From an optimization exercise on the open Yosys and OpenROAD flow, aimed at small area; shortcuts taken in it are not production practice.
The RTL was checked by simulation tests, not by an equivalence proof against the original design.
No activity file was given, so power comes from the tool's default toggle rates.

==> flow/run.sh <==
#!/bin/bash
set -euo pipefail
export BUFFER_PORTS_ARGS="-buffer_cell sky130_fd_sc_hd__buf_1"
export CTS_ARGS="-sink_clustering_enable -repair_clock_nets -dont_use_dummy_load -buf_list sky130_fd_sc_hd__clkbuf_16 -sink_clustering_size 25 -sink_clustering_max_diameter 70"
bash standard.sh > standard.log 2>&1
==> standard.sh <==
#!/bin/bash
# synth_recipe.tcl (not shown) runs the flow's synth.tcl, then flattens the netlist and writes it again
# the make line also repeats each setting of config.mk as NAME=value (left out here)
make -C /OpenROAD-flow-scripts/flow DESIGN_CONFIG=/design/flow/config.mk WORK_HOME=/design/flow/orfs CLKGATE_MAP_FILE= SYNTH_SCRIPT=/design/flow/synth_recipe.tcl "${@:-finish}"
==> config.mk <==
export PLATFORM = sky130hd
export DESIGN_NAME = b15
export DESIGN_NICKNAME = b15
export VERILOG_FILES = /design/flow/design.v
export SDC_FILE = /design/flow/constraint.sdc
export NUM_CORES = 4
export LEC_CHECK = 0
export CAP_MARGIN = 20
export CORE_MARGIN = 2
export CORE_UTILIZATION = 75
export PLACE_DENSITY = 0.85
export SLEW_MARGIN = 20
==> constraint.sdc <==
create_clock -name core_clock -period 10.0 [get_ports {CLOCK}]
set_input_delay 2.0000 -clock core_clock [delete_from_list [all_inputs] [get_ports {CLOCK}]]
set_output_delay 2.0000 -clock core_clock [all_outputs]
set_load 0.01 [all_outputs]
==> design.v <==
module b15_inc #(parameter N = 8) (input [N-1:0] a, input cin, output [N-1:0] y);
  wire [N:0] c;
  assign c[0] = cin;
  genvar i;
  generate for (i = 0; i < N; i = i + 1) begin : g
    assign y[i] = a[i] ^ c[i];
    assign c[i+1] = a[i] & c[i];
  end endgenerate
endmodule
module b15_add #(parameter N = 8) (input [N-1:0] a, input [N-1:0] b, input cin, output [N-1:0] y);
  wire [N:0] c;
  assign c[0] = cin;
  genvar i;
  generate for (i = 0; i < N; i = i + 1) begin : g
    assign y[i] = a[i] ^ b[i] ^ c[i];
    assign c[i+1] = (a[i] & b[i]) | (c[i] & (a[i] ^ b[i]));
  end endgenerate
endmodule
module b15_incf #(parameter N = 32, parameter B = 8) (input [N-1:0] a, input cin, output [N-1:0] y);
  localparam NB = (N + B - 1) / B;
  wire [NB:0] bc;
  assign bc[0] = cin;
  genvar k, i;
  generate for (k = 0; k < NB; k = k + 1) begin : gb
    localparam LO = k * B;
    localparam HI = (LO + B < N) ? LO + B - 1 : N - 1;
    wire [HI-LO+1:0] c;
    assign c[0] = bc[k];
    for (i = 0; i <= HI - LO; i = i + 1) begin : gi
      assign y[LO+i] = a[LO+i] ^ c[i];
      assign c[i+1] = a[LO+i] & c[i];
    end
    assign bc[k+1] = bc[k] & (&a[HI:LO]);
  end endgenerate
endmodule
module b15_cnegf #(parameter N = 32, parameter B = 8) (input [N-1:0] a, input neg, output [N-1:0] y);
  localparam NB = (N + B - 1) / B;
  wire [NB:0] bo;
  assign bo[0] = 1'b0;
  genvar k, i;
  generate for (k = 0; k < NB; k = k + 1) begin : gb
    localparam LO = k * B;
    localparam HI = (LO + B < N) ? LO + B - 1 : N - 1;
    wire [HI-LO+1:0] o;
    assign o[0] = bo[k];
    for (i = 0; i <= HI - LO; i = i + 1) begin : gi
      assign y[LO+i] = a[LO+i] ^ (neg & o[i]);
      assign o[i+1] = o[i] | a[LO+i];
    end
    assign bo[k+1] = bo[k] | (|a[HI:LO]);
  end endgenerate
endmodule
module b15_cneg #(parameter N = 32) (input [N-1:0] a, input neg, output [N-1:0] y);
  wire [N:0] o;
  assign o[0] = 1'b0;
  genvar i;
  generate for (i = 0; i < N; i = i + 1) begin : g
    assign y[i] = a[i] ^ (neg & o[i]);
    assign o[i+1] = o[i] | a[i];
  end endgenerate
endmodule
module b15(BE_n, Address, W_R_n, D_C_n, M_IO_n, ADS_n, Datai, Datao, CLOCK, NA_n, BS16_n, READY_n, HOLD, RESET);
input CLOCK;
input RESET;
input NA_n;
input BS16_n;
input READY_n;
input HOLD;
input [31:0] Datai;
output reg [3:0] BE_n;
output [31:0] Address;
output reg W_R_n;
output reg D_C_n;
output reg M_IO_n;
output reg ADS_n;
output [31:0] Datao;
localparam [2:0] StateInit = 3'd0, StateTi = 3'd1, StateT1 = 3'd2, StateT2 = 3'd3,
                 StateT1P = 3'd4, StateTh = 3'd5, StateT2P = 3'd6, StateT2I = 3'd7;
localparam [3:0] Si = 4'd0, S1 = 4'd1, S2 = 4'd2, S3 = 4'd3, S4 = 4'd4,
                 S5 = 4'd5, S6 = 4'd6, S7 = 4'd7, S8 = 4'd8, S9 = 4'd9;
reg [29:0] Addr;           
reg [30:0] Dout;           
assign Address = {2'b00, Addr};
assign Datao = {1'b0, Dout};
reg [2:0] State;
reg [3:0] State2;
reg StateBS16;
reg [3:0] ByteEnable;
reg RequestPending, ReadRequest, MemoryFetch, CodeFetch;
reg [31:0] rEIP;
reg [31:0] EAX, EBX;
reg [31:0] IAP, PAP;       
reg [3:0] Rd, Wr;          
reg More, Flush;
reg [103:0] Qv;            
reg [15:0] Qr;             
wire [7:0] Q [0:14];
genvar gq;
generate for (gq = 0; gq < 15; gq = gq + 1) begin : g_q
  if (gq == 13) begin : g13
    assign Q[gq] = Qr[7:0];
  end else if (gq == 14) begin : g14
    assign Q[gq] = Qr[15:8];
  end else begin : gn
    assign Q[gq] = Qv[8*gq +: 8];
  end
end endgenerate
wire T1T1P = (State == StateT1) | (State == StateT1P);
wire isT1 = (State == StateT1);
wire [29:0] addr_sh = isT1 ? rEIP[31:2] : rEIP[30:1];
wire addr_rnd = rEIP[31] & (rEIP[0] | (isT1 & rEIP[1]));
wire [29:0] addr_new;
b15_incf #(30) u_addr (.a(addr_sh), .cin(addr_rnd), .y(addr_new));
always @(posedge CLOCK, posedge RESET) begin
  if (RESET) begin
    BE_n <= 4'b0000;
    Addr <= 0;
    W_R_n <= 1'b0;
    D_C_n <= 1'b0;
    M_IO_n <= 1'b0;
    ADS_n <= 1'b0;
    State <= StateInit;
  end else begin
    case (State)
      StateInit: begin
        D_C_n <= 1'b1;
        ADS_n <= 1'b1;
        State <= StateTi;
      end
      StateTi: begin
        if (RequestPending) State <= StateT1;
        else if (HOLD) State <= StateTh;
      end
      StateT1, StateT2P: begin
        Addr <= addr_new;
        BE_n <= ByteEnable;
        M_IO_n <= MemoryFetch;
        W_R_n <= ~ReadRequest;
        D_C_n <= ~CodeFetch;
        ADS_n <= 1'b0;
        if (State == StateT1) State <= StateT2;
        else if (!READY_n) State <= StateT1P;
      end
      StateT2: begin
        if (READY_n) begin
          if (!NA_n && (RequestPending || HOLD)) State <= StateT2I;
        end else begin
          if (!HOLD) State <= RequestPending ? StateT1 : StateTi;
        end
        ADS_n <= 1'b1;
      end
      StateT1P: begin
        if (NA_n) State <= StateT2;
        else if (!HOLD && RequestPending) State <= StateT2P;
        else State <= StateT2I;
        ADS_n <= 1'b1;
      end
      StateTh: begin
        if (!HOLD) State <= RequestPending ? StateT1 : StateTi;
      end
      StateT2I: begin
        if (READY_n) begin
          if (RequestPending && !HOLD) State <= StateT2P;
        end else begin
          if (HOLD) State <= StateTh;
          else State <= RequestPending ? StateT1 : StateTi;
        end
      end
    endcase
  end
end
always @(posedge CLOCK) begin
  if (State == StateInit) StateBS16 <= 1'b1;
  else if (State == StateT2 || State == StateT1P) StateBS16 <= BS16_n;
end
always @(posedge CLOCK) begin
  case (rEIP[1:0])
    2'd0: ByteEnable <= StateBS16 ? 4'b0000 : 4'b1100;
    2'd1: ByteEnable <= StateBS16 ? 4'b0001 : 4'b1001;
    2'd2: ByteEnable <= 4'b0011;
    2'd3: ByteEnable <= 4'b0111;
  endcase
end
wire [7:0] T [0:7];
wire [7:0] R [0:4];
genvar gi;
generate
  for (gi = 0; gi < 8; gi = gi + 1) begin : g_t
    if (gi < 3) begin : g3
      assign T[gi] = Rd[3] ? (Rd[2] ? Q[gi + 12] : Q[gi + 8])
                           : (Rd[2] ? Q[gi + 4]  : Q[gi]);
    end else if (gi < 7) begin : g2
      assign T[gi] = Rd[3] ? Q[gi + 8] : (Rd[2] ? Q[gi + 4] : Q[gi]);
    end else begin : g1    
      assign T[gi] = Rd[2] ? Q[gi + 4] : Q[gi];
    end
  end
  for (gi = 0; gi < 5; gi = gi + 1) begin : g_r
    assign R[gi] = Rd[1] ? (Rd[0] ? T[gi + 3] : T[gi + 2])
                         : (Rd[0] ? T[gi + 1] : T[gi]);
  end
endgenerate
wire [7:0] op = R[0];
wire [7:0] q1 = R[1];
wire [7:0] q2 = R[2];
wire [7:0] q3 = R[3];
wire [7:0] q4 = R[4];
wire inS5 = (State2 == S5);
wire [4:0] d5 = {1'b0, Wr} - {1'b0, Rd};           
wire ge2 = !d5[4] && (d5[3:1] != 3'd0);
wire ge3 = !d5[4] && (d5[3:0] >= 4'd3);
wire ge5 = !d5[4] && (d5[3:0] >= 4'd5);
wire opJS  = (op == 8'hEB);
wire opJN  = (op == 8'hE9);
wire opMA  = (op == 8'hB8);
wire opMB  = (op == 8'hBB);
wire opAB  = (op == 8'h8B);    
wire opBA  = (op == 8'h89);    
wire opIN  = (op == 8'hE4);
wire opOUT = (op == 8'hE6);
wire opROL = (op == 8'hD0) | (op == 8'hC0);
wire opIA  = (op == 8'h40);
wire opIB  = (op == 8'h43);
wire jmpS = opJS & ge3;
wire jmpN = opJN & ge5;
wire jmp  = jmpS | jmpN;
wire movI = (opMA | opMB) & ge5;
wire rdy  = !READY_n;
wire wio  = (opBA | opOUT) & ge2;      
wire rio  = (opAB | opIN) & ge2;       
wire wdone = wio & T1T1P & rdy;
wire rdone = rio & rdy;
wire more_s = (opJS & !ge3) | (opJN & !ge5) | ((opMA | opMB) & !ge5) |
              ((opAB | opBA | opIN | opOUT) & !ge2);
wire keep_s = (rio & !rdy) | (wio & !(T1T1P & rdy));
wire adv1 = !(opJS | opJN | opMA | opMB | opAB | opBA | opIN | opOUT | opROL);
wire adv2 = opROL | rdone | wdone;
wire adv5 = movI;
wire [3:0] rd_adv = Rd + {1'b0, adv5, adv2, adv1 | adv5};
wire [9:0] joff = jmpS ? {{2{q1[7]}}, q1} : jmpN ? {2'b00, q1} : 10'd0;
wire [2:0] coff = (jmpN | adv5) ? 3'd5 : (jmpS | adv2) ? 3'd2 : adv1 ? 3'd1 : 3'd0;
wire [11:0] ioff = inS5 ? ({{2{joff[9]}}, joff} + {9'd0, coff}) : 12'd0;
wire [11:0] iap_lo = {2'b00, IAP[9:0]} + ioff;
wire iap_s = ioff[11];
wire [21:0] iap_hi;
b15_incf #(22) u_iaph (.a(IAP[31:10] ^ {22{iap_s}}), .cin(iap_lo[10]), .y(iap_hi));
wire [31:0] iap_sum = {iap_hi ^ {22{iap_s}}, iap_lo[9:0]};
wire fill  = (State2 == S2) | (State2 == S4);
wire fill4 = (State2 == S2) & StateBS16;
wire fill2 = fill & !fill4;
wire [29:0] pap_hi;
b15_incf #(30) u_pap (.a(PAP[31:2]), .cin(fill4 | (fill2 & PAP[1])), .y(pap_hi));
wire [31:0] pap_inc = {pap_hi, PAP[1] ^ fill2, PAP[0]};
wire [8:0] imm_hi;
b15_inc #(9) u_imm (.a({1'b0, q4}), .cin(q3[7]), .y(imm_hi));
wire [23:0] imm_up = {imm_hi, q3[6:0], q2};
wire [7:0] db2, db3;
b15_inc #(8) u_db2 (.a(Datai[23:16]), .cin(Datai[31] & (|Datai[15:0])), .y(db2));
b15_inc #(8) u_db3 (.a(Datai[31:24]), .cin(Datai[31] & (|Datai[23:0])), .y(db3));
wire [14:0] eax_hi;
b15_inc #(15) u_eaxhi (.a(EAX[30:16]), .cin(EAX[31] & (|EAX[15:0])), .y(eax_hi));
wire [31:0] abs_src = inS5 ? EBX : pap_inc;
wire abs_neg = abs_src[31] & ((State2 == S2) | opAB);
wire [31:0] abs_out;
b15_cnegf #(32) u_abs (.a(abs_src), .neg(abs_neg), .y(abs_out));
wire reip_inc2 = inS5 & !StateBS16 & rdy & (rio & opAB | wio & opBA & T1T1P);
wire [30:0] reip_hi;
b15_incf #(31) u_reip (.a(rEIP[31:1]), .cin(reip_inc2), .y(reip_hi));
wire [31:0] eax_inc, ebx_inc;
b15_incf #(32) u_eax (.a(EAX), .cin(inS5 & opIA), .y(eax_inc));
b15_incf #(32) u_ebx (.a(EBX), .cin(inS5 & opIB), .y(ebx_inc));
wire cp = (State2 == S8) & (Rd != 4'd15);
integer i;
reg [3:0] off;
reg [7:0] wdat;
reg [15:0] qwe;
reg [127:0] qwd;
reg [7:0] wbus [0:3];
reg [1:0] boff;
always @* begin
  for (i = 0; i < 4; i = i + 1) begin
    boff = i[1:0] - Wr[1:0];
    wbus[i] = boff[1] ? (boff[0] ? db3 : db2) : Datai[7:0];
  end
  for (i = 0; i < 16; i = i + 1) begin
    off = i[3:0] - Wr;
    qwd[8*i +: 8] = wbus[i % 4];
    qwe[i] = (fill & (off[3:1] == 3'd0)) | (fill4 & (off[3:1] == 3'd1));
  end
end
always @(posedge CLOCK) begin
  for (i = 0; i < 13; i = i + 1)
    if (qwe[i]) Qv[8*i +: 8] <= qwd[8*i +: 8];
  if (cp & !Wr[0]) Qv[7:0] <= Rd[0] ? Q[13] : Q[14];
  if (cp & Wr[0]) Qv[15:8] <= Q[14];
end
always @(posedge CLOCK, posedge RESET) begin
  if (RESET) Qr <= 16'd0;
  else begin
    if (qwe[13]) Qr[7:0] <= qwd[8*13 +: 8];
    if (qwe[14]) Qr[15:8] <= qwd[8*14 +: 8];
  end
end
always @(posedge CLOCK) begin
  rEIP <= {reip_hi, rEIP[0]};     
  case (State2)
    Si: begin
      rEIP <= 32'hFFFF0;
      ReadRequest <= 1'b1;
      MemoryFetch <= 1'b1;
      RequestPending <= 1'b1;
    end
    S1: begin
      RequestPending <= 1'b1;
      ReadRequest <= 1'b1;
      MemoryFetch <= 1'b1;
      CodeFetch <= 1'b1;
    end
    S2: begin
      RequestPending <= 1'b0;
      if (!StateBS16) rEIP <= abs_out;
    end
    S3: RequestPending <= 1'b1;
    S4: RequestPending <= 1'b0;
    S5: begin
      if (rio | wio) begin
        ReadRequest <= rio;
        MemoryFetch <= opAB | opBA;
        CodeFetch <= 1'b0;
        if (opIN | opOUT) rEIP <= {28'd0, Rd + 4'd1};    
        else if (!reip_inc2) rEIP <= abs_out;
        if (rio) RequestPending <= !rdy;
        else RequestPending <= !(T1T1P & rdy & (opOUT | StateBS16));
      end
    end
    S6: if (rdy) RequestPending <= 1'b0;
    S9: rEIP <= PAP;
    default: ;
  endcase
end
wire s5_to_s7 = !(rd_adv < Wr) || (rd_adv >= 4'd12) || jmp || more_s || (keep_s & (Flush | More));
always @(posedge CLOCK, posedge RESET) begin
  if (RESET) begin
    State2 <= Si;
    Rd <= 0;
    Wr <= 0;
    IAP <= 0;
    PAP <= 0;
    More <= 1'b0;
    Flush <= 1'b0;
    Dout <= 0;
    EAX <= 0;
    EBX <= 0;
  end else begin
    IAP <= iap_sum;
    case (State2)
      Si: State2 <= S1;
      S1: if (rdy) State2 <= S2;
      S2: begin
        Wr <= Wr + (StateBS16 ? 4'd4 : 4'd2);
        PAP <= pap_inc;
        State2 <= StateBS16 ? S5 : S3;
      end
      S3: if (rdy) State2 <= S4;
      S4: begin
        Wr <= Wr + 4'd2;
        PAP <= pap_inc;
        State2 <= S5;
      end
      S5: begin
        Rd <= rd_adv;
        if (jmp) PAP <= iap_sum;
        Flush <= jmp | (keep_s & Flush);
        More <= more_s | (keep_s & More);
        if (movI & opMA) EAX <= {imm_up, q1};
        else if (rdone & opAB) EAX <= {1'b0, Datai[14:0], Datai[15:0]};
        else if (rdone & opIN) EAX <= Datai;
        else EAX <= eax_inc;
        if (movI & opMB) EBX <= {imm_up, Q[0]};
        else EBX <= ebx_inc;
        if (wio & T1T1P) Dout <= opBA ? {eax_hi, EAX[15:0]} : {15'd0, EAX[15:0]};
        if (s5_to_s7) State2 <= S7;
        else if (wdone & opBA & !StateBS16) State2 <= S6;
      end
      S6: if (rdy) State2 <= S5;
      S7: begin
        if (Flush) begin
          Wr <= 4'd1;
          Rd <= IAP[0] ? ((IAP[1] ^ IAP[31]) ? 4'd4 : 4'd2) : 4'd1;
          State2 <= S9;
        end else if (Rd >= 4'd13) begin
          Wr <= 4'd0;
          State2 <= S8;
        end else begin
          State2 <= S9;
        end
      end
      S8: begin
        if (Rd != 4'd15) begin
          Rd <= Rd + 4'd1;
          Wr <= Wr + 4'd1;
        end else begin
          Rd <= 4'd0;
          State2 <= S9;
        end
      end
      S9: State2 <= S1;
      default: ;
    endcase
  end
end
endmodule
==> flow_metrics.py, run 1 <==
metrics = {
    "status": {
        "outcome": "complete, no violations",
    },
    "route": {
        "routed_wl_um": 83600,
        "wl_per_cell_um": 27.1,
        "drtPass1Iterations": 6,
        "antenna_left": 0,
        "drt_iter0_markers": 2397,
        "vias_per_cell": 7.17,
        "vias": 22168,
        "drc": 0,
    },
    "setup_path": {
        "cp_num_buf_inv": 2,
        "reg2reg_from": "Rd[0]",
        "end_kind": "flip-flop",
        "worst_ep_required_time_ns": 10.43,
        "crit_path_max_incr_delay_ns": 0.90,
        "cp-start-kind": "flip-flop",
        "cp.arrival_ns": 9.69,
        "rrSetupSlack_ns": 0.74,
        "crit_type": "reg -> reg",
        "path_max_fanout": 30,
        "cp_common_cell": "ha_1",
        "cp_top_family": "compound AO/OA/AOI/OAI gates",
        "reg2reg_depth": 33,
        "r2r-end": "PAP[25]",
        "worst_path_max_delay_cell": "a222oi_1",
    },
    "synth": {
        "synth_seq_cells": 375,
        "synth-edff-count": 109,
        "ys.flop_type": "dfrtp_1",
        "ys_top_cells_by_count": "nand2_1 (275), ha_1 (234), dfrtp_1 (230)",
        "synthCells": 2629,
        "synth_area_um2": 25600,
        "syn_avg_cell_area_um2": 9.75,
        "synthTopCellsByArea": "dfrtp_1 (22%), edfxtp_1 (13%), ha_1 (11%)",
        "yosysSeqAreaShare_pct": 38.0,
        "async_reset_ff_share_pct": 61.3,
        "synth_area_leader_cell": "dfrtp_1",
        "synth_top_area_share_pct": 22.5,
        "yosysWarningCount": 2,
        "yosysMostFrequentCell": "nand2_1",
        "ys_types": 79,
    },
    "clock_tree": {
        "cts_sinks": 375,
        "cts_setup_buffers": 0,
        "cts_hold_repair.buffers": 0,
        "tritoncts": "done",
        "cts_resized": 0,
        "path_clk_slew_ns": 0.10,
        "cts_buffers": 27,
        "clk_latency_ns": 0.60,
        "htreeDepth": 1,
        "cts_root_buffer": "clkbuf_16",
        "cts_buffer_depth": 3,
    },
    "sta": {
        "tns_ns": 0,
        "period_share_pct": 92.6,
        "slew_violations": 0,
        "max_freq_mhz": 108,
        "slew_headroom_pct": 12.9,
        "tightest_slew_ns": 1.29,
        "rsz0062_at_grt": "no",
        "clock_skew_ns": 0.0767,
        "period_minus_slack_ns": 9.26,
        "setup_violations": 0,
        "hold_viol": 0,
    },
    "pwr": {
        "pwr-share-clk_pct": 11.8,
        "pwr-share-comb_pct": 57.2,
        "pwr-share-seq_pct": 31.0,
        "p_int_mw": 4.26,
        "power_density_nw_per_um2": 314,
        "ir_worst_vdd_mv": 0.300,
        "power.share.switching_pct": 49.6,
        "leakage_nw": 12.1,
        "p_sw_mw": 4.19,
    },
    "floorplanning": {
        "fp.dieW_um": 189,
        "io_pins": 110,
        "rows": 67,
        "die_h_um": 189,
        "coreArea_um2": 33600,
        "start_util_pct": 76.3,
        "fp.dieArea_um2": 35700,
    },
    "flow_run": {
        "drv_cap": 0,
    },
    "final_layout": {
        "fillerInstances": 2080,
        "drive_gt1_share_pct": 9.81,
        "syn_to_final_growth_pct": 5.00,
        "fin_util_pct": 80.1,
        "final_cell_count_no_fill": 3092,
        "nNetsFinal": 2919,
        "multi_input_area_um2": 14900,
        "ff_latch_area_um2": 9760,
    },
    "min_path": {
        "holdPathStages": 1,
        "min_path_type": "reg -> reg",
        "hold_path_startpoint": "CodeFetch",
        "min_to": "D_C_n",
    },
    "global_route": {
        "antenna_found_initial": 6,
        "grt_max_degree": 121,
        "first_global_vias": 21831,
        "track_usage_pct": 46.5,
        "grt_pass1_wl_um": 126000,
        "grt_overflow": 0,
    },
    "placement": {
        "gp_congestion": 1.07,
        "placedCellCount": 3059,
        "port_buffers": 106,
        "hpwlAfterDp_um": 62900,
    },
}
layout make-up:
| cell class | count | share of cell area [%] |
|---|---|---|
| clock buffer | 27 | 2.51 |
| timing repair buffer | 142 | 2.54 |
| inverter | 80 | 1.15 |
| multi-input combinational | 2016 | 55.4 |
| tap | 448 | 2.08 |
| sequential | 375 | 36.2 |
| antenna | 4 | 0.0372 |
cells in the final DEF (no fill, tap or decap), types with 36 or more instances in the layout:
| cell | n |
|---|---|
| edfxtp_1 | 109 |
| xor2_1 | 60 |
| nand4_1 | 36 |
| o21ai_0 | 123 |
| nor2_1 | 219 |
| xnor2_1 | 56 |
| a21oi_1 | 215 |
| mux2_2 | 136 |
| mux2i_1 | 157 |
| buf_1 | 106 |
| dfrtp_1 | 226 |
| inv_1 | 76 |
| nand2_1 | 275 |
| ha_1 | 233 |
| dfxtp_1 | 36 |
metrics by stage:
stage / setup slack, ns / hold slack, ns / cell area [µm²] / power, mW
after floorplan: 1.70 / 0.400 / 25600 / 5.65
after global placement: 1.30 / 0.444 / 26200 / 6.99
after detailed placement: 0.846 / 0.456 / 26200 / 7.19
after CTS: 0.837 / 0.453 / 26900 / 8.20
after global routing: 0.105 / 0.452 / 26900 / 8.81
final: 0.738 / 0.438 / 26900 / 8.45
registers in the layout (all words and copies together), names as in the netlist, 4 cells and up:
signal      flops
EBX            32
Qr             16
rEIP           32
Wr              4
State2          4
PAP            32
BE_n            4
ByteEnable      4
Qv            104
Dout           31
Rd              4
EAX            32
Addr           30
IAP            32
how the worst max path moves through the flow:
stage | cells after the start | endpoint | slack (ns) | startpoint
after floorplan | 1 | ADS_n | 1.70 | RESET
after global placement | 37 | PAP[17] | 1.30 | Rd[2]
after detailed placement | 36 | PAP[25] | 0.85 | Rd[2]
after CTS | 36 | PAP[25] | 0.84 | Rd[2]
after global routing | 39 | PAP[25] | 0.11 | Wr[0]
final | 33 | PAP[25] | 0.74 | Rd[0]
layer usage:
metal | share of wire (%) | GRT usage (%) | wire length, µm
met3 | 10 | 9.34 | 8470
met2 | 47 | 77.3 | 39200
met1 | 34 | 53.3 | 28300
met4 | 9.2 | 35.2 | 7670
met5 | 0.020 | 0 | 17
power groups by stage:
stage / registers, mW / logic (mW) / clock network (mW)
after floorplan: 2.38 / 3.27 / 0
after global placement: 2.60 / 4.39 / 0
after detailed placement: 2.63 / 4.56 / 0
after CTS: 2.60 / 4.60 / 0.995
after global routing: 2.65 / 5.12 / 1.04
final: 2.62 / 4.83 / 1.00
cell families (layout without fill, tap and decap cells):
family | Yosys count | count (layout) | synth area share [%]
DFF | 375 | 375 | 38.0
buffers and inverters | 240 | 249 | 3.96
and+or+nand+nor | 734 | 734 | 13.1
other | 1 | 7 | 0.0146
adders and majority gates | 239 | 239 | 11.8
AOI/OAI and AO/OA | 607 | 607 | 14.9
muxes | 317 | 317 | 14.2
xor gates and xnor gates | 116 | 116 | 3.96
==> run 2: changes to the inputs <==
==> flow/run.sh (replaced) <==
#!/bin/bash
set -euo pipefail
export BUFFER_PORTS_ARGS="-buffer_cell sky130_fd_sc_hd__buf_1"
export CTS_ARGS="-sink_clustering_enable -repair_clock_nets -dont_use_dummy_load -buf_list {sky130_fd_sc_hd__clkbuf_4 sky130_fd_sc_hd__clkbuf_8} -sink_clustering_size 12 -sink_clustering_max_diameter 40"
bash standard.sh > standard.log 2>&1
==> flow_metrics.py, run 2 <==
metrics = {
    "flow_run": {
        "drv_cap": 0,
    },
    "synth": {
        "synthXorXnorAreaFrac_pct": 3.96,
        "synth_compound_area_share_pct": 14.9,
        "synth_top_family_by_area": "compound AO/OA/AOI/OAI gates",
        "yosysWarningCount": 2,
        "ys.flop_type": "dfrtp_1",
        "synth_mux_area_share_pct": 14.2,
        "yosysSeqAreaShare_pct": 38.0,
        "yosys.area_share.simple_pct": 13.1,
        "ys_types": 79,
        "synth-adder-area-share_pct": 11.8,
        "synthTopCellsByArea": "dfrtp_1 (22%), edfxtp_1 (13%), ha_1 (11%)",
        "synthCells": 2629,
        "synth-edff-count": 109,
        "synth_area_um2": 25600,
        "synth_top_area_share_pct": 22.5,
        "synth_seq_cells": 375,
        "ys_top_cells_by_count": "nand2_1 (275), ha_1 (234), dfrtp_1 (230)",
        "syn_avg_cell_area_um2": 9.75,
        "yosysMostFrequentCell": "nand2_1",
        "synth_area_leader_cell": "dfrtp_1",
        "async_reset_ff_share_pct": 61.3,
    },
    "pwr": {
        "power_density_nw_per_um2": 314,
        "leakage_nw": 12.2,
        "pwr-share-seq_pct": 31.2,
        "p_int_mw": 4.23,
        "ir_worst_vdd_mv": 0.267,
        "p_sw_mw": 4.22,
        "pwr-share-clk_pct": 12.0,
        "pwr-share-comb_pct": 56.8,
        "power.share.switching_pct": 49.9,
        "finalPower_mw": 8.45,
    },
    "final_layout": {
        "largest_reg_flops": 104,
        "ff_latch_area_um2": 9760,
        "drive_gt1_share_pct": 10.6,
        "fin_util_pct": 80.1,
        "nNetsFinal": 2943,
        "largest-register": "Qv",
        "design_area_um2": 26900,
        "layout_common_cells": "nand2_1 (275), ha_1 (233), dfrtp_1 (226)",
        "multi_input_area_um2": 14900,
        "final_common_cell": "nand2_1",
        "syn_to_final_growth_pct": 5.02,
        "fillerInstances": 2073,
    },
    "floorplanning": {
        "rows": 67,
        "die_h_um": 189,
        "io_pins": 110,
        "fp.dieW_um": 189,
        "coreArea_um2": 33600,
        "fp.dieArea_um2": 35700,
        "start_util_pct": 76.3,
    },
    "min_path": {
        "min_path_type": "reg -> reg",
        "hold_path_startpoint": "ByteEnable[3]",
    },
    "clock_tree": {
        "cts_resized": 0,
        "cts_buffer_depth": 3,
        "cts_sinks": 375,
        "path_clk_slew_ns": 0.07,
        "tritoncts": "done",
        "cts_setup_buffers": 0,
        "cts_buffers": 51,
        "cts_root_buffer": "clkbuf_8",
        "clk_latency_ns": 0.70,
        "htreeDepth": 2,
        "cts_hold_repair.buffers": 0,
    },
    "global_route": {
        "grt_max_degree": 121,
        "grt_overflow": 0,
        "grt_pass1_wl_um": 128000,
        "first_global_vias": 22120,
        "antenna_found_initial": 3,
        "track_usage_pct": 47.4,
    },
    "setup_path": {
        "end_kind": "flip-flop",
        "worst_path_max_delay_cell": "dfrtp_4",
        "crit_type": "reg -> reg",
        "cp_common_cell": "ha_1",
        "worst_ep_required_time_ns": 10.54,
        "cp-startpoint": "Rd[2]",
        "rrSetupSlack_ns": 0.75,
        "path_max_fanout": 46,
        "cp.arrival_ns": 9.78,
        "cp-start-kind": "flip-flop",
        "reg2reg_from": "Rd[2]",
        "crit_path_max_incr_delay_ns": 0.89,
    },
    "sta": {
        "max_freq_mhz": 108,
        "tns_ns": 0,
        "rsz0062_at_grt": "no",
        "slew_violations": 0,
        "hold_viol": 0,
        "slew_headroom_pct": 16.1,
        "clock_skew_ns": 0.106,
        "holdWs_ns": 0.457,
        "setup_violations": 0,
        "period_share_pct": 92.5,
        "tightest_slew_ns": 1.24,
        "period_minus_slack_ns": 9.25,
    },
    "route": {
        "routed_wl_um": 84400,
        "drt_iter0_markers": 2655,
        "vias": 22223,
        "wl_per_cell_um": 27.1,
        "drtPass1Iterations": 9,
        "antenna_left": 0,
        "drc": 0,
        "vias_per_cell": 7.14,
    },
    "placement": {
        "place_area_um2": 26200,
        "port_buffers": 106,
        "hpwlAfterDp_um": 62900,
        "gp_congestion": 1.07,
    },
    "status": {
        "outcome": "complete, no violations",
    },
}
run 2: changes by cell type in the layout (fill, tap and decap cells not counted):
cell and change:
buf_12 -1, buf_4 +1, clkbuf_16 -27, clkbuf_8 +51
diode_2 -3
run 2: routing by layer:
layer  share of wire (%)  track usage (%)  wire (µm)  vias up
met3                  10             12.1       8620      496
met1                  34             53.0      28400    10556
met5               0.043                0         36        -
li1                    -                -          -     9636
met4                 9.5             38.1       8050        6
met2                  47             77.2      39300     1529
run 2: cells by family after synthesis:
logic type	count (synthesis)
simple gates	734
compound gates	607
flops	375
mux	317
buf+inv	240
fa+ha+maj	239
xor+xnor	116
other cells	1
run 2: worst max-delay path: cells and delay by family (launching register included):
kind	cells	cell delay, ns
adders and majority gates	9	2.17
muxes	4	1.28
and+or+nand+nor	7	0.82
DFF	1	0.89
buffers and inverters	4	1.30
xor gates and xnor gates	2	0.33
AOI/OAI and AO/OA	10	2.34
run 2: final cells by class:
type	count	share of cell area (%)
diodes	1	0.00929
clock buffers	51	2.61
inverters	80	1.15
multi-input cells	2016	55.4
flip-flops and latches	375	36.2
well taps	448	2.08
repair buffers	142	2.50
run 2: per-stage QoR:
step / worst slack, ns / std cells
2_1_floorplan: 1.70 / 2631
3_3_place_gp: 1.30 / 3059
3_5_place_dp: 0.846 / 3059
4_1_cts: 0.874 / 3110
5_1_grt: 0.0414 / 3112
6_report: 0.754 / 3113
run 2: power by group through the flow:
stage               sequential (mW)  combinational (mW)  clock, mW
floorplan                      2.38                3.27          0
global placement               2.60                4.39          0
detailed placement             2.63                4.56          0
CTS                            2.61                4.61      0.996
global route                   2.67                5.10       1.05
finish                         2.64                4.81       1.01
run 2: final timing paths:
check,end,cells after the start
max,PAP[25],36
min,BE_n[3],1
max reg2reg,PAP[25],36
min reg2reg,BE_n[3],1
max in group asynchronous,Wr[3],3
min in group asynchronous,IAP[22],2
==> run 3: changes to the inputs <==
==> flow/run.sh (replaced) <==
#!/bin/bash
set -euo pipefail
export BUFFER_PORTS_ARGS="-buffer_cell sky130_fd_sc_hd__buf_1"
export CTS_ARGS="-sink_clustering_enable -repair_clock_nets -dont_use_dummy_load -buf_list sky130_fd_sc_hd__clkbuf_8 -sink_clustering_size 16 -sink_clustering_max_diameter 50"
bash standard.sh > standard.log 2>&1
--- a/config.mk
+++ b/config.mk
@@ -7,6 +7,6 @@
 export LEC_CHECK = 0
 export CAP_MARGIN = 20
 export CORE_MARGIN = 2
-export CORE_UTILIZATION = 75
-export PLACE_DENSITY = 0.85
+export CORE_UTILIZATION = 82
+export PLACE_DENSITY = 0.9
 export SLEW_MARGIN = 20
==> flow_metrics.py, run 3 <==
metrics = {
    "clock_tree": {
        "clk_latency_ns": 0.63,
        "cts_setup_buffers": 0,
        "cts_buffer_depth": 3,
        "cts_hold_repair.buffers": 0,
        "cts_sinks": 375,
        "path_clk_slew_ns": 0.10,
        "htreeDepth": 2,
        "cts_root_buffer": "clkbuf_8",
        "tritoncts": "done",
        "cts_resized": 0,
        "cts_buffers": 38,
    },
    "sta": {
        "setup_violations": 0,
        "period_minus_slack_ns": 9.48,
        "holdWs_ns": 0.411,
        "clock_skew_ns": 0.0759,
        "hold_viol": 0,
        "rsz0062_at_grt": "no",
        "slew_violations": 0,
        "tightest_slew_ns": 1.25,
        "tns_ns": 0,
        "period_share_pct": 94.8,
        "slew_headroom_pct": 16.4,
        "finalWorstSetupSlack_ns": 0.518,
        "max_freq_mhz": 105,
    },
    "synth": {
        "yosysWarningCount": 2,
        "synth_area_leader_cell": "dfrtp_1",
        "synthCells": 2629,
        "synthTopCellsByArea": "dfrtp_1 (22%), edfxtp_1 (13%), ha_1 (11%)",
        "yosysMostFrequentCell": "nand2_1",
        "synth-edff-count": 109,
        "async_reset_ff_share_pct": 61.3,
        "synth_seq_cells": 375,
        "yosysSeqAreaShare_pct": 38.0,
        "ys.flop_type": "dfrtp_1",
        "synth_top_area_share_pct": 22.5,
        "synth_area_um2": 25600,
        "syn_avg_cell_area_um2": 9.75,
        "ys_top_cells_by_count": "nand2_1 (275), ha_1 (234), dfrtp_1 (230)",
        "ys_types": 79,
    },
    "pwr": {
        "pwr-share-comb_pct": 58.1,
        "pwr-share-seq_pct": 31.5,
        "p_sw_mw": 4.36,
        "pwr-share-clk_pct": 10.4,
        "finalPower_mw": 8.49,
        "power_density_nw_per_um2": 318,
        "power.share.switching_pct": 51.3,
        "ir_worst_vdd_mv": 0.291,
        "p_int_mw": 4.13,
        "leakage_nw": 12.1,
    },
    "final_layout": {
        "layout_common_cells": "nand2_1 (275), ha_1 (233), dfrtp_1 (226)",
        "design_area_um2": 26700,
        "syn_to_final_growth_pct": 4.17,
        "largest_reg_flops": 104,
        "drive_gt1_share_pct": 10.3,
        "final_cell_count_no_fill": 3053,
        "largest-register": "Qv",
        "nNetsFinal": 2933,
        "final_common_cell": "nand2_1",
        "fin_util_pct": 87.1,
    },
    "floorplanning": {
        "coreArea_um2": 30700,
        "fp.dieArea_um2": 32700,
        "fp.dieW_um": 181,
        "rows": 64,
        "start_util_pct": 83.6,
        "die_h_um": 181,
        "io_pins": 110,
    },
    "placement": {
        "dp_slack_ns": 0.898,
        "gp_congestion": 1.07,
        "place_area_um2": 26100,
        "hpwlAfterDp_um": 62400,
        "placedCellCount": 3010,
        "port_buffers": 106,
    },
    "route": {
        "drc": 0,
        "antenna_left": 0,
        "vias_per_cell": 7.74,
        "vias": 23632,
        "routed_wl_um": 88600,
        "drt_iter0_markers": 4505,
        "drtPass1Iterations": 14,
        "wl_per_cell_um": 29.0,
    },
    "status": {
        "outcome": "complete, no violations",
    },
    "global_route": {
        "antenna_found_initial": 6,
        "first_global_vias": 23234,
        "track_usage_pct": 53.9,
        "grt_pass1_wl_um": 135000,
        "grt_overflow": 0,
        "grt_max_degree": 101,
    },
    "setup_path": {
        "worst_ep_required_time_ns": 10.44,
        "cp-start-kind": "flip-flop",
        "cp_common_cell": "ha_1",
        "worst_path_max_delay_cell": "dfrtp_4",
        "crit_type": "reg -> reg",
        "reg2reg_from": "Rd[2]",
        "cp-startpoint": "Rd[2]",
        "path_max_fanout": 55,
        "end_kind": "flip-flop",
        "cp.arrival_ns": 9.92,
        "crit_path_max_incr_delay_ns": 0.98,
    },
    "min_path": {
        "hold_path_startpoint": "CodeFetch",
        "min_path_type": "reg -> reg",
    },
    "flow_run": {
        "drv_cap": 0,
    },
}
-- run 3: power by group through the flow --
stage	Clock [mW]	Combinational, mW	Sequential (mW)
floorplan	0	3.27	2.38
global placement	0	4.30	2.61
detailed placement	0	4.52	2.65
CTS	0.855	4.58	2.62
global route	0.913	5.15	2.71
finish	0.883	4.93	2.68
-- run 3: cell type report --
cell class / count / area, µm²
multi-input combinational: 2016 / 14900
antenna: 3 / 7.51
tap: 396 / 495
clock buffer: 38 / 523
timing repair buffer: 145 / 698
sequential: 375 / 9760
fill: 1536 / 3970
inverter: 80 / 310
-- run 3: per-layer routing --
metal	global-route usage (%)	wire length [µm]
met5	0	47
met4	44.8	10100
met3	19.6	12900
met2	81.6	38300
met1	61.2	27200
-- run 3: path summary, 6_finish.rpt --
path	endpoint	slack, ns	depth (start not counted)
worst max-delay path	PAP[25]	0.52	37
worst min-delay path	D_C_n	0.41	1
worst max register to register	PAP[25]	0.52	37
worst min register to register	D_C_n	0.41	1
max in group asynchronous	EBX[23]	7.09	3
min in group asynchronous	PAP[8]	1.58	2
-- run 3: logic make-up after synthesis --
logic type / Yosys count / synth area share [%]
compound gates: 607 / 14.9
xor+xnor: 116 / 3.96
fa+ha+maj: 239 / 11.8
buf+inv: 240 / 3.96
flops: 375 / 38.0
mux: 317 / 14.2
other cells: 1 / 0.0146
simple gates: 734 / 13.1
-- run 3: critical path: cells and delay by family (launching register included) --
kind	cells	cell delay, ns
AO/OA/AOI/OAI	13	3.29
XOR/XNOR	2	0.32
AND/OR/NAND/NOR	7	0.96
buffers and inverters	4	1.08
multiplexers	1	0.10
adder cells (fa/ha/maj)	10	2.58
flip-flops	1	0.98
==> run 4: changes to the inputs <==
--- a/config.mk
+++ b/config.mk
@@ -7,6 +7,7 @@
 export LEC_CHECK = 0
 export CAP_MARGIN = 20
 export CORE_MARGIN = 2
-export CORE_UTILIZATION = 82
-export PLACE_DENSITY = 0.9
+export CORE_UTILIZATION = 75
+export GPL_TIMING_DRIVEN = 0
+export PLACE_DENSITY = 0.85
 export SLEW_MARGIN = 20
==> flow_metrics.py, run 4 <==
metrics = {
    "status": {
        "outcome": "complete, no violations",
    },
    "setup_path": {
        "cp.arrival_ns": 10.03,
        "cp-start-kind": "flip-flop",
        "crit_path_max_incr_delay_ns": 0.56,
        "worst_ep_required_time_ns": 10.47,
        "crit_type": "reg -> reg",
        "cp_common_cell": "ha_1",
        "worst_path_max_delay_cell": "dfrtp_2",
        "path_max_fanout": 14,
        "end_kind": "flip-flop",
    },
    "sta": {
        "tns_ns": 0,
        "setup_violations": 0,
        "period_minus_slack_ns": 9.56,
        "slew_headroom_pct": 16.4,
        "slew_violations": 0,
        "rsz0062_at_grt": "no",
        "clock_skew_ns": 0.0844,
        "finalWorstSetupSlack_ns": 0.438,
        "period_share_pct": 95.6,
        "max_freq_mhz": 105,
        "hold_viol": 0,
        "tightest_slew_ns": 1.24,
    },
    "final_layout": {
        "nNetsFinal": 3058,
        "largest_reg_flops": 104,
        "antenna_cells": 0,
        "final_common_cell": "nand2_1",
        "drive_gt1_share_pct": 10.1,
        "largest-register": "Qv",
        "layout_common_cells": "nand2_1 (275), ha_1 (234), dfrtp_1 (229)",
        "syn_to_final_growth_pct": 6.38,
    },
    "floorplanning": {
        "coreArea_um2": 33600,
        "start_util_pct": 76.3,
        "fp.dieW_um": 189,
        "die_h_um": 189,
        "fp.dieArea_um2": 35700,
        "io_pins": 110,
        "rows": 67,
    },
    "synth": {
        "ys_types": 79,
        "yosys.area_share.simple_pct": 13.1,
        "synth_seq_cells": 375,
        "synth-adder-area-share_pct": 11.8,
        "yosysSeqAreaShare_pct": 38.0,
        "synth_area_leader_cell": "dfrtp_1",
        "synth_compound_area_share_pct": 14.9,
        "yosysMostFrequentCell": "nand2_1",
        "ys.flop_type": "dfrtp_1",
        "synth-edff-count": 109,
        "synth_top_family_by_area": "compound AO/OA/AOI/OAI gates",
        "synth_top_area_share_pct": 22.5,
        "synthTopCellsByArea": "dfrtp_1 (22%), edfxtp_1 (13%), ha_1 (11%)",
        "ys_top_cells_by_count": "nand2_1 (275), ha_1 (234), dfrtp_1 (230)",
        "syn_avg_cell_area_um2": 9.75,
        "yosysWarningCount": 2,
        "synth_area_um2": 25600,
        "async_reset_ff_share_pct": 61.3,
        "synth_mux_area_share_pct": 14.2,
        "synthXorXnorAreaFrac_pct": 3.96,
        "synthCells": 2629,
    },
    "placement": {
        "hpwlAfterDp_um": 70600,
        "port_buffers": 106,
        "gp_congestion": 1.09,
        "dp_slack_ns": -0.402,
    },
    "clock_tree": {
        "cts_buffer_depth": 3,
        "tritoncts": "done",
        "clk_latency_ns": 0.62,
        "htreeDepth": 2,
        "cts_buffers": 40,
        "cts_root_buffer": "clkbuf_8",
        "path_clk_slew_ns": 0.09,
        "cts_sinks": 375,
    },
    "global_route": {
        "grt_pass1_wl_um": 137000,
        "antenna_found_initial": 0,
        "grt_overflow": 0,
        "first_global_vias": 23309,
        "grt_max_degree": 108,
        "track_usage_pct": 51.1,
    },
    "route": {
        "routed_wl_um": 92000,
        "drtPass1Iterations": 6,
        "antenna_left": 0,
        "wl_per_cell_um": 28.5,
        "drt_iter0_markers": 3228,
        "drc": 0,
        "vias_per_cell": 7.32,
        "vias": 23630,
    },
    "pwr": {
        "pwr-share-comb_pct": 60.6,
        "power_density_nw_per_um2": 320,
        "power.share.switching_pct": 51.8,
        "p_int_mw": 4.20,
        "leakage_nw": 12.3,
        "pwr-share-clk_pct": 10.3,
        "p_sw_mw": 4.52,
        "pwr-share-seq_pct": 29.1,
        "ir_worst_vdd_mv": 0.335,
    },
    "flow_run": {
        "drv_cap": 0,
    },
    "min_path": {
        "min_path_type": "reg -> reg",
    },
}
## run 4: cell counts after synthesis
Identical to the previous run, type by type.
## run 4: worst paths after layout
| check | startpoint | end | slack [ns] | cells past startpoint |
|---|---|---|---|---|
| setup / recovery | Rd[1] | PAP[17] | 0.44 | 39 |
| hold reg to reg | ByteEnable[0] | BE_n[0] | 0.47 | 1 |
| min in group asynchronous | RESET | PAP[22] | 1.47 | 2 |
| setup reg to reg | Rd[1] | PAP[17] | 0.44 | 39 |
| max in group asynchronous | RESET | Dout[27] | 7.16 | 4 |
| hold / removal | ByteEnable[0] | BE_n[0] | 0.47 | 1 |
## run 4: timing repair
action	4_1_cts	5_1_grt
resized for setup	2	7
hold buffers	0	0
buffers inserted	0	0
setup endpoints to repair	14	28
## run 4: per-layer routing
metal | vias up | global-route usage (%) | wire length [µm]
li1 | 9867 | - | -
met1 | 11036 | 58.3 | 29900
met2 | 2073 | 79.8 | 40800
met3 | 654 | 13.5 | 11400
met4 | 0 | 45.0 | 9880
met5 | - | 0 | 0
## run 4: logic make-up after synthesis
| family | Yosys count |
|---|---|
| AO/OA/AOI/OAI | 607 |
| XOR/XNOR | 116 |
| adder cells (fa/ha/maj) | 239 |
| buffers and inverters | 240 |
| flip-flops | 375 |
| multiplexers | 317 |
| other | 1 |
| AND/OR/NAND/NOR | 734 |
## run 4: worst max-delay path: cells and delay by family (launching register included)
family	cells	cell delay (ns)
compound gates	12	2.81
simple gates	8	1.07
fa+ha+maj	10	2.77
xor+xnor	3	0.57
buf+inv	6	1.66
flops	1	0.56
## run 4: metrics by stage
stage | utilization, % | hold WS, ns | instance area [µm²] | total power, mW | cells
2_1_floorplan | - | 0.400 | 25600 | 5.65 | 2631
3_3_place_gp | 79.1 | 0.432 | 26600 | 7.22 | 3185
3_5_place_dp | 79.4 | 0.444 | 26700 | 7.46 | 3189
4_1_cts | 81.1 | 0.464 | 27300 | 8.36 | 3229
5_1_grt | 81.1 | 0.474 | 27300 | 8.99 | 3227
6_report | 81.1 | 0.467 | 27300 | 8.72 | 3227
## run 4: cell type report
cell class                 instances  area [µm²]
sequential                       375        9750
timing repair buffer             110         465
buffer                           158         711
clock buffer                      40         551
tap                              448         561
inverter                          80         312
multi-input combinational       2016       14900
fill                            2043        6340
## run 4: power groups by stage
stage / Combinational [mW] / Clock [mW] / Sequential [mW]
after floorplan: 3.27 / 0 / 2.38
after global placement: 4.74 / 0 / 2.49
after detailed placement: 4.93 / 0 / 2.53
after CTS: 4.98 / 0.877 / 2.50
after global routing: 5.50 / 0.929 / 2.57
final: 5.29 / 0.898 / 2.54
==> run 5: changes to the inputs <==
--- a/config.mk
+++ b/config.mk
@@ -8,6 +8,5 @@
 export CAP_MARGIN = 20
 export CORE_MARGIN = 2
 export CORE_UTILIZATION = 75
-export GPL_TIMING_DRIVEN = 0
 export PLACE_DENSITY = 0.85
 export SLEW_MARGIN = 20
==> flow_metrics.py, run 5 <==
metrics = {
    "setup_path": {
        "r2r-end": "PAP[25]",
        "worst_ep_required_time_ns": 10.48,
        "cp_common_cell": "ha_1",
        "path_max_fanout": 30,
        "crit_type": "reg -> reg",
        "cp.arrival_ns": 9.82,
        "rrSetupSlack_ns": 0.66,
        "crit_path_max_incr_delay_ns": 0.91,
        "cp-startpoint": "Rd[0]",
        "worst_path_max_delay_cell": "a222oi_1",
        "reg2reg_from": "Rd[0]",
        "end_kind": "flip-flop",
        "cp-start-kind": "flip-flop",
        "reg2reg_depth": 33,
        "endpoint": "PAP[25]",
    },
    "synth": {
        "ys_top_cells_by_count": "nand2_1 (275), ha_1 (234), dfrtp_1 (230)",
        "synthTopCellsByArea": "dfrtp_1 (22%), edfxtp_1 (13%), ha_1 (11%)",
        "synthCells": 2629,
        "yosysWarningCount": 2,
        "yosysSeqAreaShare_pct": 38.0,
        "synth-edff-count": 109,
        "synth_area_leader_cell": "dfrtp_1",
        "synth_area_um2": 25600,
        "synth_top_area_share_pct": 22.5,
        "ys_types": 79,
        "syn_avg_cell_area_um2": 9.75,
        "yosysMostFrequentCell": "nand2_1",
        "ys.flop_type": "dfrtp_1",
        "async_reset_ff_share_pct": 61.3,
        "synth_seq_cells": 375,
    },
    "final_layout": {
        "final_cell_count_no_fill": 3104,
        "ff_latch_area_um2": 9760,
        "drive_gt1_share_pct": 10.3,
        "nNetsFinal": 2932,
        "layout_common_cells": "nand2_1 (275), ha_1 (233), dfrtp_1 (226)",
        "design_area_um2": 26800,
        "largest_reg_flops": 104,
        "syn_to_final_growth_pct": 4.50,
        "largest-register": "Qv",
        "final_common_cell": "nand2_1",
        "multi_input_area_um2": 14900,
        "fillerInstances": 2116,
    },
    "global_route": {
        "track_usage_pct": 47.1,
        "first_global_vias": 21900,
        "grt_max_degree": 121,
        "grt_overflow": 0,
        "grt_pass1_wl_um": 127000,
        "antenna_found_initial": 6,
    },
    "pwr": {
        "pwr-share-seq_pct": 31.3,
        "p_sw_mw": 4.21,
        "pwr-share-comb_pct": 58.0,
        "power_density_nw_per_um2": 312,
        "finalPower_mw": 8.35,
        "pwr-share-clk_pct": 10.7,
        "p_int_mw": 4.14,
        "ir_worst_vdd_mv": 0.263,
        "power.share.switching_pct": 50.4,
        "leakage_nw": 12.1,
    },
    "sta": {
        "slew_headroom_pct": 14.2,
        "max_freq_mhz": 107,
        "setup_violations": 0,
        "slew_violations": 0,
        "period_minus_slack_ns": 9.34,
        "period_share_pct": 93.4,
        "tightest_slew_ns": 1.27,
        "rsz0062_at_grt": "no",
        "clock_skew_ns": 0.0844,
        "tns_ns": 0,
        "hold_viol": 0,
    },
    "min_path": {
        "hold_path_startpoint": "ByteEnable[3]",
        "holdPathStages": 1,
        "min_path_type": "reg -> reg",
    },
    "route": {
        "vias_per_cell": 7.11,
        "vias": 22084,
        "drt_iter0_markers": 2521,
        "routed_wl_um": 84000,
        "drtPass1Iterations": 6,
        "antenna_left": 0,
        "wl_per_cell_um": 27.0,
        "drc": 0,
    },
    "floorplanning": {
        "fp.dieW_um": 189,
        "start_util_pct": 76.3,
        "io_pins": 110,
        "coreArea_um2": 33600,
        "rows": 67,
        "die_h_um": 189,
        "fp.dieArea_um2": 35700,
    },
    "clock_tree": {
        "cts_buffers": 40,
        "htreeDepth": 2,
        "clk_latency_ns": 0.67,
        "cts_sinks": 375,
        "path_clk_slew_ns": 0.09,
        "cts_setup_buffers": 0,
        "cts_hold_repair.buffers": 0,
        "cts_root_buffer": "clkbuf_8",
        "cts_resized": 0,
        "cts_buffer_depth": 3,
        "tritoncts": "done",
    },
    "placement": {
        "gp_congestion": 1.07,
        "placedCellCount": 3059,
        "port_buffers": 106,
        "hpwlAfterDp_um": 62900,
        "place_area_um2": 26200,
    },
    "flow_run": {
        "drv_cap": 0,
    },
    "status": {
        "outcome": "complete, no violations",
    },
}
[run 5: cell families after synthesis]
group,Yosys count,share of synthesized area (%)
AOI/OAI and AO/OA,607,14.9
DFF,375,38.0
and+or+nand+nor,734,13.1
buffers and inverters,240,3.96
muxes,317,14.2
xor gates and xnor gates,116,3.96
other,1,0.0146
adders and majority gates,239,11.8
[run 5: worst min-delay path by stage]
| stage | slack [ns] | to |
|---|---|---|
| 2_1_floorplan | 0.40 | D_C_n |
| 4_1_cts | 0.42 | BE_n[3] |
| 3_3_place_gp | 0.44 | BE_n[1] |
| 5_1_grt | 0.44 | D_C_n |
| 3_5_place_dp | 0.46 | BE_n[1] |
| 6_report | 0.42 | BE_n[3] |
[run 5: worst max-delay path: cells and delay by family, from the launching register on]
kind,cells,cell delay (ns)
DFF,1,0.60
xor gates and xnor gates,2,0.34
muxes,2,0.53
adders and majority gates,10,2.35
buffers and inverters,2,1.01
AOI/OAI and AO/OA,14,3.99
and+or+nand+nor,3,0.34
[run 5: final cells by class]
class / count / share of cell area [%]
diodes: 3 / 0.0280
clock buffers: 40 / 2.06
inverters: 80 / 1.16
multi-input cells: 2016 / 55.7
flip-flops and latches: 375 / 36.4
well taps: 448 / 2.09
repair buffers: 142 / 2.55
[run 5: power groups by stage]
stage          combinational, mW  clock, mW  sequential, mW
4_1_cts                     4.61      0.880            2.60
5_1_grt                     5.13      0.935            2.65
3_3_place_gp                4.39          0            2.60
6_report                    4.84      0.896            2.62
3_5_place_dp                4.56          0            2.63
2_1_floorplan               3.27          0            2.38
[run 5: routing by layer]
metal  wire length (µm)  track usage [%]
met3               8340             11.3
met2              38800             75.7
met4               8080             38.9
met5                 49                0
met1              28700             53.7
[run 5: stage by stage]
stage          utilization (%)  setup slack, ns  hold slack [ns]
2_1_floorplan                -             1.70            0.400
3_3_place_gp              77.9             1.30            0.444
3_5_place_dp              77.9            0.846            0.456
4_1_cts                   79.5            0.773            0.424
5_1_grt                   79.7            0.103            0.442
6_report                  79.7            0.658            0.423
==> run 6: changes to the inputs <==
--- a/config.mk
+++ b/config.mk
@@ -5,8 +5,8 @@
 export SDC_FILE = /design/flow/constraint.sdc
 export NUM_CORES = 4
 export LEC_CHECK = 0
-export CAP_MARGIN = 20
+export CAP_MARGIN = 0
 export CORE_MARGIN = 2
 export CORE_UTILIZATION = 75
 export PLACE_DENSITY = 0.85
-export SLEW_MARGIN = 20
+export SLEW_MARGIN = 0
==> flow_metrics.py, run 6 <==
metrics = {
    "synth": {
        "synth_top_area_share_pct": 22.5,
        "synth_seq_cells": 375,
        "synth_area_um2": 25600,
        "syn_avg_cell_area_um2": 9.75,
        "synthTopCellsByArea": "dfrtp_1 (22%), edfxtp_1 (13%), ha_1 (11%)",
        "ys_types": 79,
        "async_reset_ff_share_pct": 61.3,
        "yosysSeqAreaShare_pct": 38.0,
        "yosysMostFrequentCell": "nand2_1",
        "ys_top_cells_by_count": "nand2_1 (275), ha_1 (234), dfrtp_1 (230)",
        "synthCells": 2629,
        "yosysWarningCount": 2,
        "ys.flop_type": "dfrtp_1",
        "synth-edff-count": 109,
        "synth_area_leader_cell": "dfrtp_1",
    },
    "setup_path": {
        "crit_cells": 36,
        "r2r-end": "PAP[25]",
        "endpoint": "PAP[25]",
        "worst_path_max_delay_cell": "dfrtp_4",
        "crit_type": "reg -> reg",
        "reg2reg_depth": 36,
        "cp_common_cell": "ha_1",
        "cp-start-kind": "flip-flop",
        "reg2reg_from": "Rd[2]",
        "cp-startpoint": "Rd[2]",
        "end_kind": "flip-flop",
        "crit_path_max_incr_delay_ns": 0.86,
        "cp.arrival_ns": 9.88,
        "cp_top_family": "compound AO/OA/AOI/OAI gates",
        "rrSetupSlack_ns": 0.64,
        "cp_num_buf_inv": 4,
        "worst_ep_required_time_ns": 10.52,
        "path_max_fanout": 46,
    },
    "global_route": {
        "antenna_found_initial": 5,
        "grt_pass1_wl_um": 127000,
        "grt_max_degree": 121,
        "first_global_vias": 22146,
        "grt_overflow": 0,
        "track_usage_pct": 47.2,
    },
    "sta": {
        "hold_viol": 0,
        "rsz0062_at_grt": "no",
        "slew_violations": 0,
        "slew_headroom_pct": 8.43,
        "clock_skew_ns": 0.0769,
        "period_minus_slack_ns": 9.36,
        "tightest_slew_ns": 1.37,
        "max_freq_mhz": 107,
        "tns_ns": 0,
        "setup_violations": 0,
        "holdWs_ns": 0.423,
        "period_share_pct": 93.6,
    },
    "final_layout": {
        "layout_common_cells": "nand2_1 (275), ha_1 (233), dfrtp_1 (226)",
        "final_cell_count_no_fill": 3101,
        "fin_util_pct": 79.6,
        "drive_gt1_share_pct": 10.1,
        "fillerInstances": 2116,
        "nNetsFinal": 2931,
        "syn_to_final_growth_pct": 4.34,
        "final_common_cell": "nand2_1",
        "largest_reg_flops": 104,
        "largest-register": "Qv",
    },
    "floorplanning": {
        "io_pins": 110,
        "coreArea_um2": 33600,
        "rows": 67,
        "die_h_um": 189,
        "start_util_pct": 76.3,
        "fp.dieArea_um2": 35700,
        "fp.dieW_um": 189,
    },
    "placement": {
        "hpwlAfterDp_um": 62800,
        "gp_congestion": 1.07,
        "port_buffers": 106,
        "placedCellCount": 3059,
    },
    "pwr": {
        "power_density_nw_per_um2": 312,
        "ir_worst_vdd_mv": 0.307,
        "leakage_nw": 12.1,
    },
    "flow_run": {
        "drv_cap": 0,
    },
    "route": {
        "vias_per_cell": 7.15,
        "vias": 22186,
        "drc": 0,
        "antenna_left": 0,
        "drtPass1Iterations": 13,
        "drt_iter0_markers": 2550,
        "wl_per_cell_um": 27.0,
        "routed_wl_um": 83900,
    },
    "clock_tree": {
        "tritoncts": "done",
        "cts_hold_repair.buffers": 0,
        "clk_latency_ns": 0.69,
        "cts_root_buffer": "clkbuf_8",
        "cts_resized": 0,
        "cts_buffers": 41,
        "path_clk_slew_ns": 0.09,
        "cts_setup_buffers": 0,
        "cts_sinks": 375,
        "cts_buffer_depth": 3,
        "htreeDepth": 2,
    },
    "min_path": {
        "holdPathStages": 1,
        "min_path_type": "reg -> reg",
    },
    "status": {
        "outcome": "complete, no violations",
    },
}
==> run 6: cell counts after synthesis <==
No cell type changed its count.
==> run 6: layer usage <==
layer / global-route usage, % / part of all wire, % / wire, µm
met5: 0 / 0.060 / 50
met4: 40.6 / 10 / 8540
met3: 12.3 / 10 / 8410
met2: 75.7 / 46 / 38600
met1: 52.5 / 34 / 28300
==> run 6: power by group <==
| group | leakage (nW) | switching (mW) | total [mW] | internal, mW |
|---|---|---|---|---|
| clock network | 0.295 | 0.548 | 0.913 | 0.364 |
| registers | 4.19 | 0.567 | 2.63 | 2.07 |
| logic | 7.58 | 3.08 | 4.80 | 1.71 |
==> run 6: per-stage QoR <==
stage          total power [mW]  area, µm²  worst slack (ns)
6_report                   8.34      26700             0.638
5_1_grt                    8.70      26700            0.0173
4_1_cts                    8.10      26700             0.821
3_5_place_dp               7.19      26200             0.838
3_3_place_gp               6.99      26200              1.30
2_1_floorplan              5.65      25600              1.70
==> run 6: logic make-up (layout without fill, tap and decap cells) <==
kind of cell,count (synthesis),after routing,share of synthesized area [%]
AND/OR/NAND/NOR,734,734,13.1
AO/OA/AOI/OAI,607,607,14.9
flip-flops,375,375,38.0
multiplexers,317,317,14.2
buffers and inverters,240,261,3.96
adder cells (fa/ha/maj),239,239,11.8
XOR/XNOR,116,116,3.96
other,1,4,0.0146
==> run 6: how the worst min path moves through the flow <==
stage                    to          start
floorplan             D_C_n      CodeFetch
global placement    BE_n[1]  ByteEnable[1]
detailed placement  BE_n[1]  ByteEnable[1]
CTS                 BE_n[3]  ByteEnable[3]
global route        BE_n[3]  ByteEnable[3]
finish              BE_n[3]  ByteEnable[3]
==> run 6: cell type report <==
cell class	instances	area (µm²)	share of cell area (%)
antenna	1	2.50	0.00936
multi-input combinational	2016	14900	55.7
inverter	80	310	1.16
sequential	375	9760	36.5
tap	448	561	2.10
clock buffer	41	564	2.11
timing repair buffer	140	653	2.44
==> run 6: worst reg2reg max path, delay by kind of cell, from the launching register on <==
family | cells | cell delay [ns]
xor gates and xnor gates | 2 | 0.32
adders and majority gates | 9 | 2.14
DFF | 1 | 0.86
and+or+nand+nor | 7 | 0.85
muxes | 4 | 1.29
buffers and inverters | 4 | 1.38
AOI/OAI and AO/OA | 10 | 2.42
==> run 7: changes to the inputs <==
--- a/config.mk
+++ b/config.mk
@@ -5,8 +5,8 @@
 export SDC_FILE = /design/flow/constraint.sdc
 export NUM_CORES = 4
 export LEC_CHECK = 0
-export CAP_MARGIN = 0
+export CAP_MARGIN = 5
 export CORE_MARGIN = 2
 export CORE_UTILIZATION = 75
 export PLACE_DENSITY = 0.85
-export SLEW_MARGIN = 0
+export SLEW_MARGIN = 5
==> flow_metrics.py, run 7 <==
metrics = {
    "final_layout": {
        "design_area_um2": 26700,
        "fin_util_pct": 79.6,
        "largest-register": "Qv",
        "syn_to_final_growth_pct": 4.34,
        "drive_gt1_share_pct": 10.1,
        "nNetsFinal": 2931,
        "final_common_cell": "nand2_1",
        "layout_common_cells": "nand2_1 (275), ha_1 (233), dfrtp_1 (226)",
        "fillerInstances": 2116,
        "largest_reg_flops": 104,
        "final_cell_count_no_fill": 3101,
    },
    "pwr": {
        "finalPower_mw": 8.34,
        "power_density_nw_per_um2": 312,
        "leakage_nw": 12.1,
        "ir_worst_vdd_mv": 0.307,
    },
    "synth": {
        "yosysWarningCount": 2,
        "ys.flop_type": "dfrtp_1",
        "syn_avg_cell_area_um2": 9.75,
        "ys_top_cells_by_count": "nand2_1 (275), ha_1 (234), dfrtp_1 (230)",
        "synth_top_area_share_pct": 22.5,
        "synth_area_leader_cell": "dfrtp_1",
        "async_reset_ff_share_pct": 61.3,
        "synth-edff-count": 109,
        "yosysMostFrequentCell": "nand2_1",
        "synth_area_um2": 25600,
        "synthCells": 2629,
        "synth_seq_cells": 375,
        "ys_types": 79,
        "synthTopCellsByArea": "dfrtp_1 (22%), edfxtp_1 (13%), ha_1 (11%)",
        "yosysSeqAreaShare_pct": 38.0,
    },
    "global_route": {
        "track_usage_pct": 47.2,
        "first_global_vias": 22146,
        "grt_overflow": 0,
        "grt_pass1_wl_um": 127000,
        "antenna_found_initial": 5,
        "grt_max_degree": 121,
    },
    "sta": {
        "finalWorstSetupSlack_ns": 0.638,
        "rsz0062_at_grt": "no",
        "setup_violations": 0,
        "tns_ns": 0,
        "period_share_pct": 93.6,
        "holdWs_ns": 0.423,
        "max_freq_mhz": 107,
        "hold_viol": 0,
        "slew_headroom_pct": 8.43,
        "tightest_slew_ns": 1.37,
        "clock_skew_ns": 0.0769,
        "period_minus_slack_ns": 9.36,
        "slew_violations": 0,
    },
    "clock_tree": {
        "cts_setup_buffers": 0,
        "cts_sinks": 375,
        "path_clk_slew_ns": 0.09,
        "cts_root_buffer": "clkbuf_8",
        "cts_buffers": 41,
        "tritoncts": "done",
        "cts_hold_repair.buffers": 0,
        "cts_buffer_depth": 3,
        "cts_resized": 0,
        "htreeDepth": 2,
        "clk_latency_ns": 0.69,
    },
    "route": {
        "routed_wl_um": 83900,
        "vias_per_cell": 7.15,
        "drt_iter0_markers": 2550,
        "drc": 0,
        "antenna_left": 0,
        "drtPass1Iterations": 13,
        "wl_per_cell_um": 27.0,
        "vias": 22186,
    },
    "setup_path": {
        "rrSetupSlack_ns": 0.64,
        "cp_num_buf_inv": 4,
        "reg2reg_from": "Rd[2]",
        "path_max_fanout": 46,
        "end_kind": "flip-flop",
        "worst_path_max_delay_cell": "dfrtp_4",
        "crit_type": "reg -> reg",
        "crit_path_max_incr_delay_ns": 0.86,
        "worst_ep_required_time_ns": 10.52,
        "r2r-end": "PAP[25]",
        "cp_top_family": "compound AO/OA/AOI/OAI gates",
        "cp-start-kind": "flip-flop",
        "cp_common_cell": "ha_1",
        "cp.arrival_ns": 9.88,
        "reg2reg_depth": 36,
    },
    "placement": {
        "place_area_um2": 26200,
        "hpwlAfterDp_um": 62800,
        "dp_slack_ns": 0.838,
        "placedCellCount": 3059,
        "gp_congestion": 1.07,
        "port_buffers": 106,
    },
    "min_path": {
        "holdPathStages": 1,
        "min_path_type": "reg -> reg",
        "min_to": "BE_n[3]",
        "hold_path_startpoint": "ByteEnable[3]",
    },
    "flow_run": {
        "drv_cap": 0,
    },
    "floorplanning": {
        "rows": 67,
        "coreArea_um2": 33600,
        "io_pins": 110,
        "start_util_pct": 76.3,
        "fp.dieW_um": 189,
        "fp.dieArea_um2": 35700,
        "die_h_um": 189,
    },
    "status": {
        "outcome": "complete, no violations",
    },
}
[run 7: cell counts after synthesis]
No cell type changed its count.
[run 7: layer usage]
| metal | track usage (%) | vias to the layer above | routed length [µm] |
|---|---|---|---|
| met5 | 0 | - | 50 |
| met4 | 40.6 | 8 | 8540 |
| met3 | 12.3 | 484 | 8410 |
| met2 | 75.7 | 1486 | 38600 |
| met1 | 52.5 | 10601 | 28300 |
| li1 | - | 9607 | - |
[run 7: worst max-delay path by stage]
stage	slack, ns	to	from	cells after the start
after floorplan	1.70	ADS_n	RESET	1
after global placement	1.30	PAP[17]	Rd[2]	37
after global routing	0.02	PAP[25]	Rd[2]	36
after detailed placement	0.84	PAP[25]	Rd[2]	36
final	0.64	PAP[25]	Rd[2]	36
after CTS	0.82	PAP[25]	Rd[2]	36
[run 7: cell families (layout without fill, tap and decap cells)]
family	Yosys count	after routing	share of synthesized area, %
other	1	4	0.0146
muxes	317	317	14.2
DFF	375	375	38.0
adders and majority gates	239	239	11.8
xor gates and xnor gates	116	116	3.96
AOI/OAI and AO/OA	607	607	14.9
and+or+nand+nor	734	734	13.1
buffers and inverters	240	261	3.96
[run 7: area by class of cell]
type,count,area [µm²],area share [%]
multi-input combinational,2016,14900,55.7
sequential,375,9760,36.5
timing repair buffer,140,653,2.44
clock buffer,41,564,2.11
tap,448,561,2.10
inverter,80,310,1.16
antenna,1,2.50,0.00936
[run 7: power by group]
part	leakage, nW	internal (mW)	total, mW	switching (mW)
Sequential	4.19	2.07	2.63	0.567
Clock	0.295	0.364	0.913	0.548
Combinational	7.58	1.71	4.80	3.08
Total	12.1	4.14	8.34	4.20

[port drivers added, routing unchanged]
The results above use ideal ports. As a check the final layouts listed here were re-extracted and re-timed, cells and wires unchanged. Step 1 sets driving cells, clkbuf_16 on the clock port and buf_2 on the other inputs (assumed; they add their load-dependent delay and slew). Step 2 moves the port delays by t, midway between the first and last clock arrival at a register: inputs arrive t later, outputs are due t later. That takes back most of the time a late clock gives input paths. Three values: ideal, step 1, step 2; two values: the first two.
| run | shift t [ns] | setup slack, ns | worst setup path at the end | latest minus earliest clock arrival (ns) | cell pins on the clock port's net |
|---|---|---|---|---|---|
| run 1 | 0.621 | 0.738 / 0.738 / 0.738 | register to register | 0.077 / 0.077 | 1 |
| run 2 | 0.697 | 0.754 / 0.754 / 0.754 | register to register | 0.106 / 0.105 | 1 |
| run 3 | 0.640 | 0.518 / 0.518 / 0.518 | register to register | 0.076 / 0.076 | 1 |
| run 4 | 0.627 | 0.438 / 0.438 / 0.438 | register to register | 0.084 / 0.084 | 1 |
| run 5 | 0.677 | 0.658 / 0.658 / 0.658 | register to register | 0.084 / 0.085 | 1 |
| run 6 | 0.706 | 0.638 / 0.638 / 0.638 | register to register | 0.077 / 0.078 | 1 |
| run 7 | 0.706 | 0.638 / 0.638 / 0.638 | register to register | 0.077 / 0.078 | 1 |
After both steps every run listed still meets setup and hold.
